From an optimization exercise on the open Yosys and OpenROAD flow, aimed at small area, a short achievable clock period and few clock cycles; shortcuts taken in it are not production practice.
No functional check of the RTL was part of any run shown here.
Power is estimated from default activity; no workload was simulated.

### flow/design.v
module MonMult #(parameter W = 3) (
    input  [64:0]  s_in,
    input  [64:0]  c_in,
    input  [W-1:0] a,
    input  [63:0]  B,
    input  [63:0]  M,
    output [64:0]  s_out,
    output [64:0]  c_out
);
reg [65:0] s, c, ab, ts, tc, qm, us, uc;
reg q;
integer j;
always @* begin
    s = {1'b0, s_in};
    c = {1'b0, c_in};
    for (j = 0; j < W; j = j + 1) begin
        ab = a[j] ? {2'b0, B} : 66'd0;
        ts = s ^ c ^ ab;
        tc = {((s[64:0] & c[64:0]) | (s[64:0] & ab[64:0]) | (c[64:0] & ab[64:0])), 1'b0};
        q  = ts[0];
        qm = q ? {2'b0, M} : 66'd0;
        us = ts ^ tc ^ qm;
        uc = {((ts[64:0] & tc[64:0]) | (ts[64:0] & qm[64:0]) | (tc[64:0] & qm[64:0])), 1'b0};
        s  = {1'b0, us[65:1]};
        c  = {1'b0, uc[65:1]};
    end
end
assign s_out = s[64:0];
assign c_out = c[64:0];
endmodule
module rsa #(parameter W = 3, parameter K = 66) (
    input             clk,
    input             nreset,
    input             wr_bs,
    input             wr_msg,
    input             wr_mod,
    input             wr_exp,
    input             wr_res,
    input             wr_ctl,
    input      [31:0] wdata,
    input      [7:0]  raddr,
    output     [31:0] rdata,
    output            fabint
);
localparam NC = K / W;            
localparam AW = NC * W;           
localparam ST_IDLE = 3'd0;
localparam ST_DBL  = 3'd1;        
localparam ST_MM   = 3'd2;        
localparam ST_FIN  = 3'd3;        
localparam ST_DONE = 3'd4;
localparam ST_LOAD = 3'd5;        
localparam K_SQ  = 2'd0;
localparam K_MUL = 2'd1;
localparam K_OUT = 2'd2;
reg        bs;
reg        flag;
reg        done;
reg [2:0]  st;
reg [1:0]  kind;
reg [6:0]  cnt;
reg [5:0]  idx;
reg        found;
reg [63:0] acc;
reg [63:0] xb;
reg [64:0] ss, sc;
wire [63:0] msg, M, E;
rsa_ram ram_0(
    .clk(clk), .bs(bs),
    .wr_msg(wr_msg), .wr_mod(wr_mod), .wr_exp(wr_exp),
    .wdata(wdata),
    .msg(msg), .mod(M), .ex(E));
wire [AW+W-1:0] a_all = acc;
wire [4:0]      a_ix  = cnt[4:0] + 5'd1;
reg  [W-1:0]    a_sl;
wire [63:0]   B     = (kind == K_SQ)  ? acc :
                      (kind == K_MUL) ? xb  : 64'd1;
wire [64:0] s_nx, c_nx;
MonMult #(.W(W)) mm_0(
    .s_in(ss), .c_in(sc), .a(a_sl), .B(B), .M(M),
    .s_out(s_nx), .c_out(c_nx));
wire        dbl  = (st == ST_DBL);
wire [64:0] X    = (ss + sc) | ({acc, 1'b0} & {65{dbl}});
wire [65:0] D    = {1'b0, X} - {2'b0, M};
wire [63:0] red  = D[65] ? X[63:0] : D[63:0];
always @(posedge clk)
    a_sl <= (st == ST_MM) ? a_all[a_ix*W +: W] : red[W-1:0];
wire ebit    = E[idx];
wire found_n = found | ebit;
wire op_wr = wr_msg | wr_mod | wr_exp | wr_res;
wire start = wr_ctl &  wdata[0];
wire stop  = wr_ctl & ~wdata[0];
always @(posedge clk) begin
    if (st == ST_MM) begin
        ss <= s_nx;
        sc <= c_nx;
    end else begin
        ss <= 65'd0;
        sc <= 65'd0;
    end
end
always @(posedge clk) begin
    if (!nreset) begin
        bs   <= 1'b0;
        flag <= 1'b0;
        done <= 1'b0;
        st   <= ST_IDLE;
    end else begin
        if (wr_bs)
            bs <= wdata[0];
        if (op_wr | stop) begin
            flag <= 1'b0;
            done <= 1'b0;
            st   <= ST_IDLE;
        end else if (start) begin
            flag  <= 1'b1;
            done  <= 1'b0;
            st    <= ST_LOAD;
        end else begin
            case (st)
            ST_LOAD: begin
                acc   <= msg;
                cnt   <= 7'd0;
                idx   <= 6'd63;
                found <= 1'b0;
                st    <= ST_DBL;
            end
            ST_DBL: begin
                acc <= red;
                xb  <= red;
                cnt <= cnt + 7'd1;
                if (!found) begin
                    if (ebit)
                        found <= 1'b1;
                    else if (idx != 6'd0)
                        idx <= idx - 6'd1;
                end
                if (cnt == K - 1) begin
                    cnt <= 7'd0;
                    if (!found_n) begin
                        acc  <= 64'd1;       
                        done <= 1'b1;
                        st   <= ST_DONE;
                    end else begin
                        st <= ST_MM;
                        if (idx == 6'd0) begin
                            kind <= K_OUT;
                        end else begin
                            kind <= K_SQ;
                            idx  <= idx - 6'd1;
                        end
                    end
                end
            end
            ST_MM: begin
                cnt <= cnt + 7'd1;
                if (cnt == NC - 1)
                    st <= ST_FIN;
            end
            ST_FIN: begin
                acc <= red;
                cnt <= 7'd0;
                st  <= ST_MM;
                if (kind == K_OUT) begin
                    done <= 1'b1;
                    st   <= ST_DONE;
                end else if (kind == K_SQ && ebit) begin
                    kind <= K_MUL;
                end else if (idx == 6'd0) begin
                    kind <= K_OUT;
                end else begin
                    kind <= K_SQ;
                    idx  <= idx - 6'd1;
                end
            end
            default: ;
            endcase
        end
    end
end
assign fabint = done;
assign rdata = ~raddr[5] ? {31'd0, flag} :
                raddr[2] ? {31'd0, done} :
                (bs ? acc[63:32] : acc[31:0]);
endmodule
module rsa_ram(
    input             clk,
    input             bs,
    input             wr_msg,
    input             wr_mod,
    input             wr_exp,
    input      [31:0] wdata,
    output reg [63:0] msg,
    output reg [63:0] mod,
    output reg [63:0] ex
);
always @(posedge clk) begin
    if (wr_msg & ~bs) msg[31:0]  <= wdata;
    if (wr_msg &  bs) msg[63:32] <= wdata;
    if (wr_mod & ~bs) mod[31:0]  <= wdata;
    if (wr_mod &  bs) mod[63:32] <= wdata;
    if (wr_exp & ~bs) ex[31:0]   <= wdata;
    if (wr_exp &  bs) ex[63:32]  <= wdata;
end
endmodule
module locknet_rsa(
    input         PCLK,
    input         PRESETN,
    input         PSEL,
    input         PENABLE,
    input         PWRITE,
    input  [7:0]  PADDR,
    input  [31:0] PWDATA,
    output [31:0] PRDATA,
    output        PREADY,
    output        PSLVERR,
    output        FABINT
);
assign PREADY  = 1'b1;
assign PSLVERR = 1'b0;
wire wr   = PSEL & PENABLE & PWRITE;
wire wsel = wr & (PADDR[7:5] == 3'b000) & (PADDR[1:0] == 2'b00);
rsa rsa_0(
    .clk(PCLK),
    .nreset(PRESETN),
    .wr_bs (wsel & (PADDR[4:2] == 3'b010)),    
    .wr_msg(wsel & (PADDR[4:2] == 3'b011)),    
    .wr_mod(wsel & (PADDR[4:2] == 3'b100)),    
    .wr_exp(wsel & (PADDR[4:2] == 3'b101)),    
    .wr_res(wsel & (PADDR[4:2] == 3'b110)),    
    .wr_ctl(wsel & (PADDR[4:2] == 3'b111)),    
    .wdata(PWDATA),
    .raddr(PADDR),
    .rdata(PRDATA),
    .fabint(FABINT)
);
endmodule
### flow/run.sh
#!/bin/bash
# synth_recipe.tcl (not shown) runs the flow's synth.tcl, then flattens the netlist and writes it again
# the make line also repeats each setting of config.mk as NAME=value (left out here)
make -C /OpenROAD-flow-scripts/flow DESIGN_CONFIG=/design/flow/config.mk WORK_HOME=/design/flow/orfs CLKGATE_MAP_FILE= SYNTH_SCRIPT=/design/flow/synth_recipe.tcl finish
### flow/config.mk
export PLATFORM = sky130hd
export DESIGN_NAME = locknet_rsa
export DESIGN_NICKNAME = locknet_rsa
export VERILOG_FILES = /design/flow/design.v
export SDC_FILE = /design/flow/constraint.sdc
export NUM_CORES = 4
export LEC_CHECK = 0
export ABC_CLOCK_PERIOD_IN_PS = 5000
export CAP_MARGIN = 20
export CORE_MARGIN = 2
export CORE_UTILIZATION = 40
export PLACE_DENSITY = 0.6
export SETUP_SLACK_MARGIN = 4.5
export SLEW_MARGIN = 20
### flow/constraint.sdc
create_clock -name core_clock -period 10.0 [get_ports {PCLK}]
set_input_delay 2.0000 -clock core_clock [delete_from_list [all_inputs] [get_ports {PCLK}]]
set_output_delay 2.0000 -clock core_clock [all_outputs]
set_load 0.01 [all_outputs]
==> out/qor.yml, run 1 <==
busiest_layer: "met2"
combPwrFrac: 0.019
num_vias: 28330
critPathKind: "reg -> reg"
cts_num_sinks: 475
crit_path_end_kind: "register"
seqPwrFrac: 0.496
r2r-start: "rsa_0.sc[0]"
powerDensity_nw_per_um2: 94.79
crit_path_start_kind: "register"
skew_ns: 0.02959
period_minus_slack_ns: 5.930
root_buffer: "clkbuf_16"
synth-seq-cells: 475
cp_data_required_time_ns: 10.39
synthFlopType: "edfxtp_1"
r2r_cells: 27
use_met2: 0.4001
hold_depth: 2
clockBufferDepth: 3
r2r-end: "rsa_0.acc[62]"
die_area_um2: 94650
postCtsHoldBufs: 0
grt_use_met3: 0.04521
avgSynthCellArea_um2: 10.35
drive_above_1_share: 0.1860
fp.dieH_um: 307.7
ys_warn_count: 3
placementRows: 111
htreeDepth: 2
synth_edf_count: 336
drt_pass1_iterations: 5
grt_max_degree: 96
antenna_found_initial: 13
cts_buffers: 54
clkSlewWorstSetupHoldPaths_ns: 0.06
syn_area_um2: 36880
clock.fmax_ghz: 0.1686
gr-total-overflow: 0
worst_slew_pin_slew_ns: 1.177
synthToLayoutAreaGrowth_pct: 20.66
slew_headroom: 0.2155
pin_count: 80
min_from: "rsa_0.flag"
fin_nets: 4282
cellInternalPower_uw: 3263
die_w_um: 307.7
syn-num-nets: 4133
finalHoldViolations: 0
crit_arrival_ns: 6.32
syn_inst: 3565
ant_nets: 0
place_hpwl_mm: 87.54
wl_per_cell_um: 26.05
post-route-period-util: 0.5930
p_clk_frac: 0.485
cellLeakagePower_uw: 0.01702
grt_use_met1: 0.3778
status: "no timing/DRC/antenna violations"
routed_wirelength_mm: 128.9
grt_pass1_wl_mm: 186.5
async_reset_ff_frac: 0
cts_tree: "built"
setup_tns_ns: 0
hold_end: "rsa_0.flag"
synth_cell_types: 80
hold_class: "reg -> reg"
drtIter0Drc: 3204
drv_slew: 0
cp_max_fo: 7
sw_frac_of_total: 0.2264
setup_viol: 0
place_inst: 4696
ir_worst_vdd_uv: 156.1
route.detailed.drc: 0
power_switching_uw: 955.1
instances_no_fill: 4950
grt_use_total: 0.2671
initial_utilization: 0.4030
rrSetupSlack_ns: 4.07
clock_latency_ns: 0.65
rsz0062_at_grt: "true"
gp_congestion: 0.9996
vias_per_cell: 5.722
drv_cap: 0
core_region_area_um2: 91520
first_global_vias: 28120
io_buffers: 77
yosysSeqAreaShare: 0.3490
worst max path at each step:
stage	startpoint	end	cells after the start
4_1_cts	rsa_0.sc[0]	rsa_0.acc[9]	26
2_1_floorplan	rsa_0.kind[0]	rsa_0.ss[17]	20
5_1_grt	rsa_0.sc[16]	rsa_0.acc[48]	30
3_3_place_gp	rsa_0.kind[0]	rsa_0.ss[22]	15
6_report	rsa_0.sc[0]	rsa_0.acc[62]	27
3_5_place_dp	rsa_0.kind[0]	rsa_0.ss[17]	15
routing by layer:
metal  vias to the layer above  wire length (um)
li1                      12300                 -
met1                     14250             54130
met2                      1468             55240
met3                       310             12010
met4                         2              7545
met5                         -                13
registers in the layout, indices dropped and copies added (netlist names):
| name | cells |
|---|---|
| rsa_0.sc | 65 |
| rsa_0.ss | 65 |
| rsa_0.acc | 64 |
| rsa_0.ram_0.ex | 64 |
| rsa_0.ram_0.mod | 64 |
| rsa_0.ram_0.msg | 64 |
| rsa_0.xb | 64 |
| rsa_0.cnt | 7 |
| rsa_0.idx | 6 |
| rsa_0.a_sl | 3 |
| rsa_0.st | 3 |
| rsa_0.kind | 2 |
| rsa_0.bs | 1 |
| rsa_0.done | 1 |
| rsa_0.flag | 1 |
| rsa_0.found | 1 |
power groups by stage:
stage / Clock, uW / Combinational [uW] / Sequential (uW)
after floorplan: 0 / 10.6 / 2140
after global placement: 0 / 77.5 / 2140
after detailed placement: 0 / 77.6 / 2140
after CTS: 2060 / 79.2 / 2090
after global routing: 2130 / 81.4 / 2090
final: 2050 / 81.2 / 2090
stage by stage:
step	area (um2)	hold WS [ns]	utilization	total power, uW	setup slack, ns
after floorplan	37070	0.4266	-	2146	4.501
after global placement	38900	0.4511	0.4251	2213	2.635
after detailed placement	38900	0.4562	0.4251	2213	2.491
after CTS	43040	0.4658	0.4703	4227	4.143
after global routing	44490	0.4887	0.4861	4301	3.954
final	44500	0.4710	0.4863	4218	4.070
critical path, stage by stage (launching register included):
cell      delay (ns)
dfxtp_4         0.35
ha_4            0.16
fa_2            0.36
a211oi_2        0.22
o21ai_2         0.11
a221oi_4        0.28
buf_12          0.16
buf_4           0.12
o221ai_4        0.14
nand3_2         0.15
xor2_1          0.26
nand2_1         0.20
ha_4            0.38
nand4_1         0.20
nor4_4          0.32
o311a_1         0.26
o21ai_2         0.07
buf_6           0.15
a211oi_4        0.33
o21ai_4         0.12
o21ai_4         0.20
a21oi_4         0.10
buf_12          0.16
buf_12          0.13
buf_8           0.13
buf_16          0.16
a21o_1          0.22
a22o_1          0.18
cells in the final DEF (no fill, tap or decap), types with 61 or more instances in the layout:
cell	synthesis	layout
nand2_1	471	423
inv_1	388	387
fa_1	385	381
edfxtp_1	336	336
nor2_1	220	166
a21oi_1	165	140
and2_1	138	137
dfxtp_1	139	124
buf_4	9	108
ha_1	138	89
o21ai_0	106	87
nor2b_1	82	80
nand2b_1	82	79
a21o_1	77	76
mux2_2	67	62
clkbuf_16	0	61
kinds of logic after synthesis:
family,count (synthesis),share of synthesized area
compound gates,614,0.1080
xor+xnor,124,0.02945
fa+ha+maj,523,0.2558
buf+inv,547,0.05726
flops,475,0.3490
mux,152,0.05662
other cells,2,0.0002036
simple gates,1128,0.1436
synthesized netlist by cell type (all sizes together), types with 41 or more instances:
cell type  count  area [um2]
inv          389        1460
xor2          57       499.2
clkbuf       127       476.7
mux2          73       822.0
fa           385        7707
mux2i         41       410.4
nand2b        82       513.0
a21oi        167       850.8
dfxtp        139        2783
a21o          77       578.1
nor2         221       832.1
xnor2         67       586.8
a22o          60       525.5
ha           138        1727
nand2        471        1768
and2         138       863.3
nor2b         82       513.0
o21ai        156       788.3
edfxtp       336       10090
repair_timing:
action / in CTS / in global routing
gates resized for setup: 331 / 206
endpoints found under the setup margin: 292 / 264
cloned: 15 / 6
pin swaps: 80 / 84
buffers inserted: 73 / 54
cell type report:
class                      count  area [um2]
antenna                        5       12.51
clock buffer                  63        1385
clock inverter                38       369.1
fill                        8267       47020
inverter                     389        1476
multi-input combinational   2543       24070
sequential                   475       12900
tap                         1186        1484
timing repair buffer         250        2790
timing repair inverter         1       8.758
==> run 2: changes to the inputs <==
--- a/flow/config.mk
+++ b/flow/config.mk
@@ -5,10 +5,8 @@
 export SDC_FILE = /design/flow/constraint.sdc
 export NUM_CORES = 4
 export LEC_CHECK = 0
-export ABC_CLOCK_PERIOD_IN_PS = 5000
 export CAP_MARGIN = 20
 export CORE_MARGIN = 2
 export CORE_UTILIZATION = 40
 export PLACE_DENSITY = 0.6
-export SETUP_SLACK_MARGIN = 4.5
 export SLEW_MARGIN = 20
==> run 2 against run 1 <==
Effect of this change:
- highest routed layer unchanged
- cell count down 3.0%
- synthesized area unchanged
- critical path type unchanged
- count of clock-buffer cells in the layout up 2
- final area down 8.7%
- synthesized cell count unchanged
- register-to-register slack worse by 2.0 ns
- global-route usage down 1.8 points
- non-clock buffer count down 140
- combinational power down 5.3%
==> out/qor.yml, run 2 <==
grt_pass1_wl_mm: 175.1  # -6.1%
period_minus_slack_ns: 7.898  # +1.968 ns
final_common_cell: "nand2_1"
rsz0062_at_grt: "false"
die_w_um: 307.7  # unchanged
htreeDepth: 2  # unchanged
first_global_vias: 27040  # -3.8%
die_area_um2: 94650  # unchanged
cts_resized: 0  # -100%
synth_cell_types: 80  # unchanged
ant_nets: 0  # unchanged
r2r-end: "rsa_0.acc[59]"
synth.most_common_cell: "nand2_1"
setup_viol: 0  # unchanged
ys_warn_count: 3  # unchanged
crit_path_start_kind: "register"
drv_slew: 0  # unchanged
design_area_um2: 40630  # -8.7%
fill_cells: 8634  # +4.4%
synth_largest_area_cell: "edfxtp_1"
syn-num-nets: 4133  # unchanged
clock_latency_ns: 0.63  # -0.02 ns
drt_pass1_iterations: 6  # +1
placementRows: 111  # unchanged
finalHoldViolations: 0  # unchanged
fin_nets: 4139  # -3.3%
multi_input_area_um2: 21990  # -8.7%
hold_depth: 2  # unchanged
routed_wirelength_mm: 116.3  # -9.8%
synth-seq-cells: 475  # unchanged
yosysSeqAreaShare: 0.3490  # unchanged
post_cts_buffers: 0  # -100%
r2r-start: "rsa_0.ss[0]"
place_hpwl_mm: 88.04  # +0.57%
gr-total-overflow: 0  # unchanged
wl_per_cell_um: 24.20  # -7.1%
synth_top_area_share: 0.2736  # unchanged
postCtsHoldBufs: 0  # unchanged
grt_max_degree: 100  # +4.2%
drive_above_1_share: 0.07111  # -0.1148
cts_num_sinks: 475  # unchanged
status: "no timing/DRC/antenna violations"
async_reset_ff_frac: 0  # unchanged
ir_worst_vdd_uv: 164.1  # +5.1%
pin_count: 80  # unchanged
slew_headroom: 0.2647  # +0.04923
num_vias: 26800  # -5.4%
core_region_area_um2: 91520  # unchanged
cellLeakagePower_uw: 0.01558  # -8.5%
place_area_um2: 38830  # -0.18%
fp.dieH_um: 307.7  # unchanged
synth_common_cells: "nand2_1, inv_1, fa_1"
crit_arrival_ns: 8.28  # +1.96 ns
top_regs: "rsa_0.sc: 65 flops, rsa_0.ss: 65 flops"
io_buffers: 77  # unchanged
route.detailed.drc: 0  # unchanged
drv_cap: 0  # unchanged
synth_edf_count: 336  # unchanged
avgSynthCellArea_um2: 10.35  # unchanged
cts_buffers: 52  # -3.7%
clockBufferDepth: 3  # unchanged
yosys-top-cells-area: "edfxtp_1, fa_1, dfxtp_1"
antenna_found_initial: 6  # -7
clock.fmax_ghz: 0.1266  # -25%
powerDensity_nw_per_um2: 103.5  # +9.2%
place_inst: 4702  # +0.13%
cp_max_fo: 29  # +22
syn_inst: 3565  # unchanged
syn_area_um2: 36880  # unchanged
regArea_um2: 12870  # -0.23%
synthFlopType: "edfxtp_1"
initial_utilization: 0.4030  # unchanged
post-route-period-util: 0.7898  # +0.1968
hold_class: "reg -> reg"
critPathKind: "reg -> reg"
r2r_cells: 24  # -11%
drtIter0Drc: 2828  # -12%
hold_slack_ns: 0.4635  # -0.007438 ns
gp_congestion: 1.002  # +0.19%
cts_tree: "built"
utilization: 0.4439  # -0.04231
hold_end: "rsa_0.flag"
crit_path_end_kind: "register"
cp_data_required_time_ns: 10.38  # about the same
rrSetupSlack_ns: 2.10  # -1.97 ns
clkSlewWorstSetupHoldPaths_ns: 0.07  # about the same
root_buffer: "clkbuf_16"
vias_per_cell: 5.579  # -2.5%
worst_slew_pin_slew_ns: 1.103  # -0.07385 ns
min_from: "rsa_0.flag"
synthToLayoutAreaGrowth_pct: 10.16
final_cell_mix: "nand2_1, inv_1, fa_1"
setup_tns_ns: 0  # unchanged
skew_ns: 0.02159  # -0.007998 ns
grt_use_total: 0.2490  # -0.01811
instances_no_fill: 4803  # -3.0%
run 2: cell type report:
| type | instances | share of cell area |
|---|---|---|
| diodes | 3 | 0.0001848 |
| clock buffers | 65 | 0.03397 |
| clock inverters | 32 | 0.009485 |
| inverters | 389 | 0.03594 |
| multi-input cells | 2543 | 0.5412 |
| flip-flops and latches | 475 | 0.3168 |
| well taps | 1186 | 0.03652 |
| repair buffers | 110 | 0.02587 |
run 2: power by group:
| part | switching (uW) | internal [uW] |
|---|---|---|
| sequential | 0.291 | 2090 |
| combinational | 53.2 | 23.7 |
| clock | 866 | 1170 |
run 2: worst max-delay path, stage by stage, from the launching register on:
cell and delay (ns):
dfxtp_1 0.33, ha_1 0.25, fa_1 0.43, a211oi_1 0.28
o21ai_1 0.21, a221oi_2 0.63, o21ai_0 0.46, a21boi_0 0.39
nor3_1 0.09, or3_1 0.32, a22o_1 0.24, ha_1 0.40
nand2_1 0.12, nor4_1 0.49, a221oi_1 0.16, o21ai_0 0.17
o21ai_1 0.26, a211oi_1 0.48, o21ai_1 0.24, o21ai_2 0.27
a21oi_4 0.15, buf_4 0.27, inv_2 0.37, mux2_2 0.40
a22o_1 0.19
run 2: kinds of logic after synthesis:
| family | Yosys count | synth area share |
|---|---|---|
| other | 2 | 0.0002036 |
| adders and majority gates | 523 | 0.2558 |
| buffers and inverters | 547 | 0.05726 |
| AOI/OAI and AO/OA | 614 | 0.1080 |
| DFF | 475 | 0.3490 |
| xor gates and xnor gates | 124 | 0.02945 |
| muxes | 152 | 0.05662 |
| and+or+nand+nor | 1128 | 0.1436 |
run 2: per-stage QoR:
stage,power [uW],setup WS (ns)
floorplan,2146,2.185
global placement,2211,2.441
detailed placement,2211,2.281
CTS,4233,2.227
global route,4311,1.640
finish,4206,2.102
run 2: worst max path at each step:
| stage | startpoint | end | slack [ns] | depth (start not counted) |
|---|---|---|---|---|
| 2_1_floorplan | PADDR[2] | rsa_0.xb[0] | 2.19 | 6 |
| 3_3_place_gp | rsa_0.ss[0] | rsa_0.acc[59] | 2.44 | 24 |
| 3_5_place_dp | rsa_0.ss[0] | rsa_0.acc[59] | 2.28 | 24 |
| 4_1_cts | rsa_0.ss[0] | rsa_0.acc[59] | 2.23 | 24 |
| 5_1_grt | rsa_0.ss[0] | rsa_0.acc[59] | 1.64 | 24 |
| 6_report | rsa_0.ss[0] | rsa_0.acc[59] | 2.10 | 24 |
run 2: layer usage:
layer,part of all wire,vias up,GRT usage,wire (um)
met5,0.00011,-,0,13
met4,0.040,2,0.09019,4663
met3,0.090,183,0.04962,10520
met2,0.42,1076,0.3693,49400
met1,0.44,13520,0.3606,51660
li1,-,12020,-,-

afterwards: timing with drivers on the ports:
Ports are ideal in the flow. The routed layouts listed here were re-timed in OpenROAD.
Step 1, drivers: a clkbuf_16 drives PCLK and a buf_2 each remaining input, both assumed.
Step 2 also shifts input and output timing later by t, the mid clock arrival at the registers, as if the neighbouring blocks saw the same clock.
Three values: ideal ports, drivers, drivers and shift; two values: the first two.
| run | t, ns | setup slack, ns | worst hold slack (ns) |
|---|---|---|---|
| run 1 | 0.706 | 4.070 / 4.070 / 4.070 | 0.471 / 0.471 / 0.471 |
| run 2 | 0.679 | 2.102 / 2.102 / 2.102 | 0.464 / 0.464 / 0.464 |
After both steps every run listed still meets setup and hold.
